From an optimization exercise on the open Yosys and OpenROAD flow, aimed at small area, a short achievable clock period and few clock cycles per item; shortcuts taken in it are not production practice.
Where RTL was checked, it was by simulation tests only, not by an equivalence proof against the original.

==> module SkinnyRound, before the edit <==
module SkinnyRound (
   input  [127:0] X,
   input  [63:0]  RK,
   input  [5:0]   RC,
   output [127:0] Y
   ) ;
   wire [127:0] sb, sr, mc, kv, ksr, kmc;
   genvar i;
   generate
      for (i = 0; i < 16; i = i + 1) begin : SBOXES
         SBox SB (.X(X[8*i+7:8*i]), .Y(sb[8*i+7:8*i]));
      end
   endgenerate
   ShiftRows  SR (.X(sb), .Y(sr));
   MixColumns MC (.X(sr), .Y(mc));
   assign kv = {RK ^ {4'h0, RC[3:0], 30'h0, RC[5:4], 24'h0}, 8'h02, 56'h0};
   ShiftRows  KSR (.X(kv), .Y(ksr));
   MixColumns KMC (.X(ksr), .Y(kmc));
   assign Y = mc ^ kmc;
endmodule  
export LEC_CHECK = 0
export CAP_MARGIN = 20
export CORE_MARGIN = 2
export CORE_UTILIZATION = 40
export SETUP_SLACK_MARGIN = 2.6
export SLEW_MARGIN = 20
create_clock -name core_clock -period 5.5 [get_ports {clk}]
run.sh (not shown) runs the stock make flow with config.mk's settings and CLKGATE_MAP_FILE= SYNTH_SCRIPT=/design/flow/synth_recipe.tcl, a recipe that flattens the netlist after the stock synthesis.
Then changed:
--- a/flow/design.v
+++ b/flow/design.v
@@ -346,19 +346,17 @@
    input  [5:0]   RC,
    output [127:0] Y
    ) ;
-   wire [127:0] sb, sr, mc, kv, ksr, kmc;
+   wire [127:0] sb, ka, sr;
    genvar i;
    generate
       for (i = 0; i < 16; i = i + 1) begin : SBOXES
          SBox SB (.X(X[8*i+7:8*i]), .Y(sb[8*i+7:8*i]));
       end
    endgenerate
-   ShiftRows  SR (.X(sb), .Y(sr));
-   MixColumns MC (.X(sr), .Y(mc));
-   assign kv = {RK ^ {4'h0, RC[3:0], 30'h0, RC[5:4], 24'h0}, 8'h02, 56'h0};
-   ShiftRows  KSR (.X(kv), .Y(ksr));
-   MixColumns KMC (.X(ksr), .Y(kmc));
-   assign Y = mc ^ kmc;
+   assign ka[127:64] = sb[127:64] ^ RK ^ {4'h0, RC[3:0], 30'h0, RC[5:4], 24'h0};
+   assign ka[63:0]   = sb[63:0] ^ {8'h02, 56'h0};
+   ShiftRows  SR (.X(ka), .Y(sr));
+   MixColumns MC (.X(sr), .Y(Y));
 endmodule  
 module TKStep (
    input  [127:0] T2, T3,
Global-route usage is higher by 1.6 points.
Die area decreases by 0.34%.
Setup slack degrades by 0.13 ns.
Final cell count is higher by 3.3%.
Critical path depth came out lower by 1.
Non-clock buffer count grows by 144.
Design area climbs by 9.5%.
Hold slack is about the same.
Clock skew drops by 0.017 ns.
Synthesized area fell by 0.34%.
Function was not checked in any run of this note: the RTL went through the layout flow alone.

== rev 12 ==
Another version of the RTL of LWC (not shown whole).
Size: ~4300 cells after synthesis, roughly 760 flip-flops, ~0.038 sq mm of cells after synthesis.
make LEC_CHECK=0 CAP_MARGIN=20 CORE_MARGIN=2 CORE_UTILIZATION=55 SETUP_SLACK_MARGIN=1.0 SLEW_MARGIN=20 finish   # period 5.5 ns
Testbench counts of rev 12, summed over its fixed seeds: cycles 34,200, bytes 18,726.
> inputs changed (rev 12 -> rev 13)
--- a/flow/design.v
+++ b/flow/design.v
@@ -185,41 +185,39 @@
    wire        off  = bm[3];                     
    wire        w3   = (wi == 2'd3);
    wire [31:0] mask = {{8{bm[3]}}, {8{bm[2]}}, {8{bm[1]}}, {8{bm[0]}}};
    wire [31:0] pdo  = pdi_data ^ gofs;
    wire [31:0] wm   = (st[MS] & dec ? pdo : pdi_data) & mask;
    wire [31:0] w    = {wm[31:4], (w3 & ~full) ? lo : wm[3:0]};
    wire        g3 = (g == 2'd3);
    wire        ph = (g == wi);
    wire        can_start = ~busy | last_rnd;
    wire        oready = do_ready;
    wire tbusy = tth | ttw | tst | tvs;
-   wire adsok = st[ADS] & ~busy & ~tth & ph & (pdi_valid | ~off);
-   wire tagok = ~ttw | (twc > wc) | ((twc == wc) & oready);
-   wire x_ads = adsok & tagok;                                  
+   wire adsok = st[ADS] & ~busy & ~tth & (pdi_valid | ~off);
+   wire x_ads = adsok & (~ttw | oready);                        
    wire x_adt = st[ADT] & ph & (pdi_valid | ~off);               
    wire x_nw  = st[NW] & ph & pdi_valid;                         
    wire x_ms  = st[MS] & ~busy & ph & (~off | (pdi_valid & oready));
-   wire tph   = (g == twc);
-   wire twok  = ttw & ~busy & tph;
+   wire twok  = ttw & ~busy & (~st[ADS] | (~tth & (pdi_valid | ~off)));
    wire x_tw  = twok & oready;
-   wire x_vw  = st[VW] & ~busy & ph & pdi_valid;
+   wire x_vw  = st[VW] & ~busy & pdi_valid;
    wire x_kw  = st[KW] & ph & sdi_valid;
    wire x_hdr = (st[IDLE] | st[ADH] | st[NH] | st[VH]) & pdi_valid;
    wire x_mh  = st[MH] & ~tbusy & pdi_valid & oready;
    assign pdi_ready = st[IDLE] | st[ADH] | st[NH] | st[VH]
-                    | (st[ADS] & ~busy & ~tth & ph & off & tagok)
+                    | (st[ADS] & ~busy & ~tth & off & (~ttw | oready))
                     | ((st[ADT] | st[NW]) & ph & (off | st[NW]))
                     | (st[MS] & ~busy & ph & off & oready)
                     | (st[MH] & ~tbusy & oready)
-                    | (st[VW] & ~busy & ph);
+                    | (st[VW] & ~busy);
    assign sdi_ready = st[KLD] | st[KHD] | (st[KW] & ph);
    wire sh   = x_ads | x_ms | x_tw | x_vw;            
    wire nbsh = x_adt | x_nw;
    wire endb = (x_ads | x_adt | x_nw | x_ms) & w3;    
    wire start = g3 & ((x_adt | x_ms | (x_nw & can_start)) | (st[NWT] & can_start));
    assign do_valid = (st[MH] & ~tbusy & pdi_valid) | (st[MS] & ~busy & ph & off & pdi_valid)
                    | twok | tth | tst | tvs;
    assign do_last  = tst | tvs;
    wire [3:0] inst = pdi_data[31:28];
    wire go_key = st[IDLE] & pdi_valid & (inst == 4'h7);
    wire go_op  = st[IDLE] & pdi_valid & (inst == 4'h2 || inst == 4'h3);
@@ -250,23 +248,26 @@
    wire        zstepn = (x_ads | x_ms) & w3;
    wire [7:0]  zdom = last_rnd ? (tpart ? 8'd26 : 8'd24)
                     : st[ADS] ? (blast ? (full ? 8'd24 : 8'd26) : 8'd8)
                     : (blast ? (full ? 8'd20 : 8'd21) : 8'd4);
    wire [63:0] zsrc = last_rnd ? zrev : Z;
    wire [63:0] zstep;
    lfsr_gf56 CNT (.so(zstep), .si(zsrc[63:8]), .domain(zdom));
    localparam [63:0] ZINIT = 64'h0100_0000_0000_0000;
    wire [127:0] nb_n = {NB[95:0], nbsh ? (st[ADT] ? w : pdi_data) : NB[127:96]};
    wire [127:0] k_n  = {K[95:0], x_kw ? sdi_data : K[127:96]};
    always @(posedge clk) begin
-      S <= busy ? rout : {S[95:0], (x_ads | x_ms) ? (((st[ADS] & sclr) ? 32'h0 : stop) ^ w) : stop};
+      if (busy)
+        S <= rout;
+      else if (sh)
+        S <= {S[95:0], (x_ads | x_ms) ? (((st[ADS] & sclr) ? 32'h0 : stop) ^ w) : stop};
       T2 <= start ? nb_n : ks2;
       T3 <= start ? k_n : ks3;
       NB <= nb_n;
       K  <= k_n;
       if (last_rnd)
         Z <= (ctype == C_AD) ? zstep : (ctype == C_N) ? ZINIT : zrev;
       else if (busy & (R == 2 || par))
         Z <= zp;
       else if (zstepn)
         Z <= zstep;
       else if (go_op & ~busy)
Findings:
- Relative to rev 12, worst hold-check slack has decreased by 6.1 ps in rev 13.
- Rev 13 against rev 12: final routed wirelength across all metal layers went up 4.4%; number of nets in the layout has increased; post-synthesis to final-layout area growth moved up; arithmetic-cell share of the synthesized area counting full adders, half adders and majority gates saw little to no change; number of well-tap cells placed has increased.
- Slowest library cell on the worst path = sky130_fd_sc_hd__xnor2_1: rev 12; slowest library cell on the worst path = sky130_fd_sc_hd__xor3_2: rev 13
- Area used by multi-input combinational logic: rev 12 and rev 13 compared, lower one is rev 12
Testbench counts of rev 13, summed over its fixed seeds: cycles 33,956, bytes 18,726.

## run 1
Another version of the RTL of LWC (not shown whole).
Size in the first run: ~110 I/O pins, about 40000 um^2 of cells after synthesis.
// LWC
module LWC ( 
   do_data, pdi_ready, sdi_ready, do_valid, do_last,
   pdi_data, sdi_data, pdi_valid, sdi_valid, do_ready, clk, rst
   ) ;
   output [31:0] do_data;
   output        pdi_ready, sdi_ready;
   output        do_valid, do_last;
   input [31:0]  pdi_data, sdi_data;
   input         pdi_valid, sdi_valid, do_ready;
   input         clk, rst;
   localparam R = 2;
   localparam IDLE = 0,  KLD = 1,  KHD = 2,  KW  = 3,
              ADH  = 4,  ADS = 5,  ADT = 6,  NH  = 7,
              NW   = 8,  NWT = 9,  MH  = 10, MS  = 11,
              TH   = 12, TW  = 13, ST  = 14, VH  = 15,
              VW   = 16, VS  = 17;
   localparam NS = 18;
   localparam C_AD = 2'd0, C_N = 2'd1, C_M = 2'd2;
   reg [127:0] S, K, T3, NB, T2;
   reg [63:0]  Z;
   reg [NS-1:0] st;
   reg [1:0]   g;              
   reg [1:0]   wc;             
   reg [11:0]  hi;             
   reg [3:0]   lo;             
   reg         full, blast;    
   reg         dec, fail, sclr;
   reg         tpart;
   reg         busy, par;
   reg [5:0]   rc;
   reg [1:0]   ctype;
   reg [1:0]   twc;            
   reg         tth, ttw, tst, tvs;    
   wire [127:0] ks2a, ks3a, ks2, ks3, rout1, rout;
   wire [5:0]   rc2 = {rc[4:0], rc[5] ^ rc[4] ^ 1'b1};
  ...
export LEC_CHECK = 0
export ABC_AREA = 1
export CAP_MARGIN = 20
export CORE_MARGIN = 2
export CORE_UTILIZATION = 55
export SETUP_SLACK_MARGIN = 1.0
export SLEW_MARGIN = 20
create_clock -name core_clock -period 5.5 [get_ports {clk}]
## Diff of input files: run 2 against run 1
-- flow/design.v --
<<< run 1, line 151
   wire [127:0] ks2a, ks3a, ks2, ks3, rout1, rout;
   wire [5:0]   rc2 = {rc[4:0], rc[5] ^ rc[4] ^ 1'b1};
   reg  [63:0]  rk;            
   wire         last_rnd;
   SkinnyRound RND1 (.X(S), .RK(rk), .RC(rc), .Y(rout1));
>>> run 2, line 151
   wire [127:0] ks2a, ks3a, ks2, ks3, rout1, rout;
   wire [5:0]   rc2 = {rc[4:0], rc[5] ^ rc[4] ^ 1'b1};
   wire [63:0]  rk  = ((R == 1 && par) ? 64'h0 : Z) ^ T2[127:64] ^ T3[127:64];
   wire         last_rnd;
   SkinnyRound RND1 (.X(S), .RK(rk), .RC(rc), .Y(rout1));
<<< run 1, line 256
   lfsr_gf56 CNT (.so(zstep), .si(zsrc[63:8]), .domain(zdom));
   localparam [63:0] ZINIT = 64'h0100_0000_0000_0000;
   wire [127:0] t2_n, t3_n;
   wire [63:0]  z_n = last_rnd ? ((ctype == C_AD) ? zstep : (ctype == C_N) ? ZINIT : zrev)
                    : (busy & (R == 2 || par)) ? zp
                    : zstepn ? zstep
                    : (go_op & ~busy) ? ZINIT : Z;
   wire         par_n = start ? 1'b0 : busy ? ~par : par;
   wire [127:0] nb_n = {NB[95:0], nbsh ? (st[ADT] ? w : pdi_data) : NB[127:96]};
   wire [127:0] k_n  = {K[95:0], x_kw ? sdi_data : K[127:96]};
   assign t2_n = start ? nb_n : ks2;
   assign t3_n = start ? k_n : ks3;
   always @(posedge clk) begin
      S <= busy ? rout : {S[95:0], (x_ads | x_ms) ? (((st[ADS] & sclr) ? 32'h0 : stop) ^ w) : stop};
      T2 <= t2_n;
      T3 <= t3_n;
      rk <= ((R == 1) ? (par_n ? 64'h0 : z_n) : z_n) ^ t2_n[127:64] ^ t3_n[127:64];
      NB <= nb_n;
      K  <= k_n;
      Z <= z_n;
   end
   wire [11:0] hin  = pdi_data[15:4];
>>> run 2, line 256
   lfsr_gf56 CNT (.so(zstep), .si(zsrc[63:8]), .domain(zdom));
   localparam [63:0] ZINIT = 64'h0100_0000_0000_0000;
   wire [127:0] nb_n = {NB[95:0], nbsh ? (st[ADT] ? w : pdi_data) : NB[127:96]};
   wire [127:0] k_n  = {K[95:0], x_kw ? sdi_data : K[127:96]};
   always @(posedge clk) begin
      S <= busy ? rout : {S[95:0], (x_ads | x_ms) ? (((st[ADS] & sclr) ? 32'h0 : stop) ^ w) : stop};
      T2 <= start ? nb_n : ks2;
      T3 <= start ? k_n : ks3;
      NB <= nb_n;
      K  <= k_n;
      if (last_rnd)
        Z <= (ctype == C_AD) ? zstep : (ctype == C_N) ? ZINIT : zrev;
      else if (busy & (R == 2 || par))
        Z <= zp;
      else if (zstepn)
        Z <= zstep;
      else if (go_op & ~busy)
        Z <= ZINIT;
   end
   wire [11:0] hin  = pdi_data[15:4];
Findings:
Result for run 1 and run 2: all clean. Run 2 vs run 1 on total half-perimeter wirelength after legalization and detailed placement: run 2 is the lower one. When the final numbers for run 1 and run 2 were put side by side, the least setup slack across all paths after layout turned out to be smaller in run 1. Number of distinct library cells after synthesis (higher): run 2. The higher area fraction in and, or, nand and nor cells after synthesis of run 1 and run 2 is in run 1. Changes observed in run 2 relative to run 1: count of clock-buffer cells in the layout decreased about 1.8%; flip-flop and latch count went down by 7.8%; portion of netlist area occupied by mux cells has remained practically unchanged; multi-input combinational gate total now sits lower. Run 2 vs. run 1: die height went down by 4.2 um; synthesized area went down by 3.1%; total negative setup slack was more or less identical; maximum frequency went up by 1.1%. In terms of share of the synthesized area in compound gates (AO/OA/AOI/OAI), run 2 and run 1 differ only marginally.
Testbench counts of run 2, summed over its fixed seeds: cycles 34,200, bytes 18,726.
No functional check of the RTL was part of run 1.

LWC again, from the RTL that the note above started with.
clock: 5.5 ns
lec_check: 0
abc_area: 1
cap_margin: 20
core_margin: 2
core_utilization: 55
setup_slack_margin: 1.25
slew_margin: 20
Edit:
--- a/flow/design.v
+++ b/flow/design.v
@@ -144,19 +144,19 @@
    reg         dec, fail, sclr;
    reg         tpart;
    reg         busy, par;
    reg [5:0]   rc;
    reg [1:0]   ctype;
    reg [1:0]   twc;            
    reg         tth, ttw, tst, tvs;    
    wire [127:0] ks2a, ks3a, ks2, ks3, rout1, rout;
    wire [5:0]   rc2 = {rc[4:0], rc[5] ^ rc[4] ^ 1'b1};
-   reg  [63:0]  rk;            
+   wire [63:0]  rk  = ((R == 1 && par) ? 64'h0 : Z) ^ T2[127:64] ^ T3[127:64];
    wire         last_rnd;
    SkinnyRound RND1 (.X(S), .RK(rk), .RC(rc), .Y(rout1));
    TKStep KA (.T2(T2), .T3(T3), .N2(ks2a), .N3(ks3a));
    generate
       if (R == 2) begin : TWO
          SkinnyRound RND2 (.X(rout1), .RK(ks2a[127:64] ^ ks3a[127:64]), .RC(rc2), .Y(rout));
          TKStep KB (.T2(ks2a), .T3(ks3a), .N2(ks2), .N3(ks3));
          assign last_rnd = busy & (rc == 6'h2D);
       end
@@ -249,36 +249,34 @@
                               | ({32{st[MS]}} & pdo & mask));
    wire        zstepn = (x_ads | x_ms) & w3;
    wire [7:0]  zdom = last_rnd ? (tpart ? 8'd26 : 8'd24)
                     : st[ADS] ? (blast ? (full ? 8'd24 : 8'd26) : 8'd8)
                     : (blast ? (full ? 8'd20 : 8'd21) : 8'd4);
    wire [63:0] zsrc = last_rnd ? zrev : Z;
    wire [63:0] zstep;
    lfsr_gf56 CNT (.so(zstep), .si(zsrc[63:8]), .domain(zdom));
    localparam [63:0] ZINIT = 64'h0100_0000_0000_0000;
-   wire [127:0] t2_n, t3_n;
-   wire [63:0]  z_n = last_rnd ? ((ctype == C_AD) ? zstep : (ctype == C_N) ? ZINIT : zrev)
-                    : (busy & (R == 2 || par)) ? zp
-                    : zstepn ? zstep
-                    : (go_op & ~busy) ? ZINIT : Z;
-   wire         par_n = start ? 1'b0 : busy ? ~par : par;
    wire [127:0] nb_n = {NB[95:0], nbsh ? (st[ADT] ? w : pdi_data) : NB[127:96]};
    wire [127:0] k_n  = {K[95:0], x_kw ? sdi_data : K[127:96]};
-   assign t2_n = start ? nb_n : ks2;
-   assign t3_n = start ? k_n : ks3;
    always @(posedge clk) begin
       S <= busy ? rout : {S[95:0], (x_ads | x_ms) ? (((st[ADS] & sclr) ? 32'h0 : stop) ^ w) : stop};
-      T2 <= t2_n;
-      T3 <= t3_n;
-      rk <= ((R == 1) ? (par_n ? 64'h0 : z_n) : z_n) ^ t2_n[127:64] ^ t3_n[127:64];
+      T2 <= start ? nb_n : ks2;
+      T3 <= start ? k_n : ks3;
       NB <= nb_n;
       K  <= k_n;
-      Z <= z_n;
+      if (last_rnd)
+        Z <= (ctype == C_AD) ? zstep : (ctype == C_N) ? ZINIT : zrev;
+      else if (busy & (R == 2 || par))
+        Z <= zp;
+      else if (zstepn)
+        Z <= zstep;
+      else if (go_op & ~busy)
+        Z <= ZINIT;
    end
    wire [11:0] hin  = pdi_data[15:4];
    wire [3:0]  lon  = pdi_data[3:0];
    wire        ldlen = (st[ADH] | st[MH]) & pdi_valid & (st[ADH] | oready);
    wire        endlen = (x_ads | x_adt | x_ms) & w3;
    always @(posedge clk) begin
       if (rst) begin
          st    <= {{(NS-1){1'b0}}, 1'b1};
          g     <= 2'd0;
Effect: Clock skew went up by 12 ps; area after synthesis went down by a few percent; die area went down by a few percent; setup slack is about the same; synthesized cell count went down by a few percent.
Testbench counts after the change, summed over its fixed seeds: cycles 34,200, bytes 18,726.
The RTL of the first run of this note was laid out without a check of its function.

static timing again, ports no longer ideal:
Ports are ideal in the flow. The routed layouts listed here were re-timed in OpenROAD. Step 1 (the two cells are an assumption about what drives the block):
set clk [get_ports {clk}]
set_driving_cell -lib_cell sky130_fd_sc_hd__clkbuf_16 $clk
set_driving_cell -lib_cell sky130_fd_sc_hd__buf_2 [delete_from_list [all_inputs] $clk]
Step 2 moves the port delays by t, midway between the first and last clock arrival at a register: inputs arrive t later, outputs are due t later. That takes back most of the time a late clock gives input paths. Three values: ideal ports, drivers, drivers and shift; two values: the first two.
run | t, ns | setup WS [ns] | cell pins on the clock port's net
the first run of note 1 | 0.712 | 2.289 / 2.224 / 1.880 | 1
the second run of note 1 | 0.720 | 2.160 / 2.097 / 1.623 | 1
rev 12 | 0.724 | 1.071 / 1.004 / 1.071 | 1
rev 13 | 0.714 | 1.061 / 1.061 / 1.061 | 1
run 1 | 0.733 | 1.081 / 1.013 / 0.769 | 1
run 2 | 0.715 | 1.129 / 1.073 / 0.654 | 1
the first run of note 4 | 0.726 | 1.327 / 1.262 / 0.774 | 1
the second run of note 4 | 0.720 | 1.327 / 1.256 / 0.917 | 1
After both steps every run listed still meets setup and hold. For the first run of note 4, which loses most, drivers alone change the setup slack by -0.065 ns; drivers and shift together by -0.553 ns.
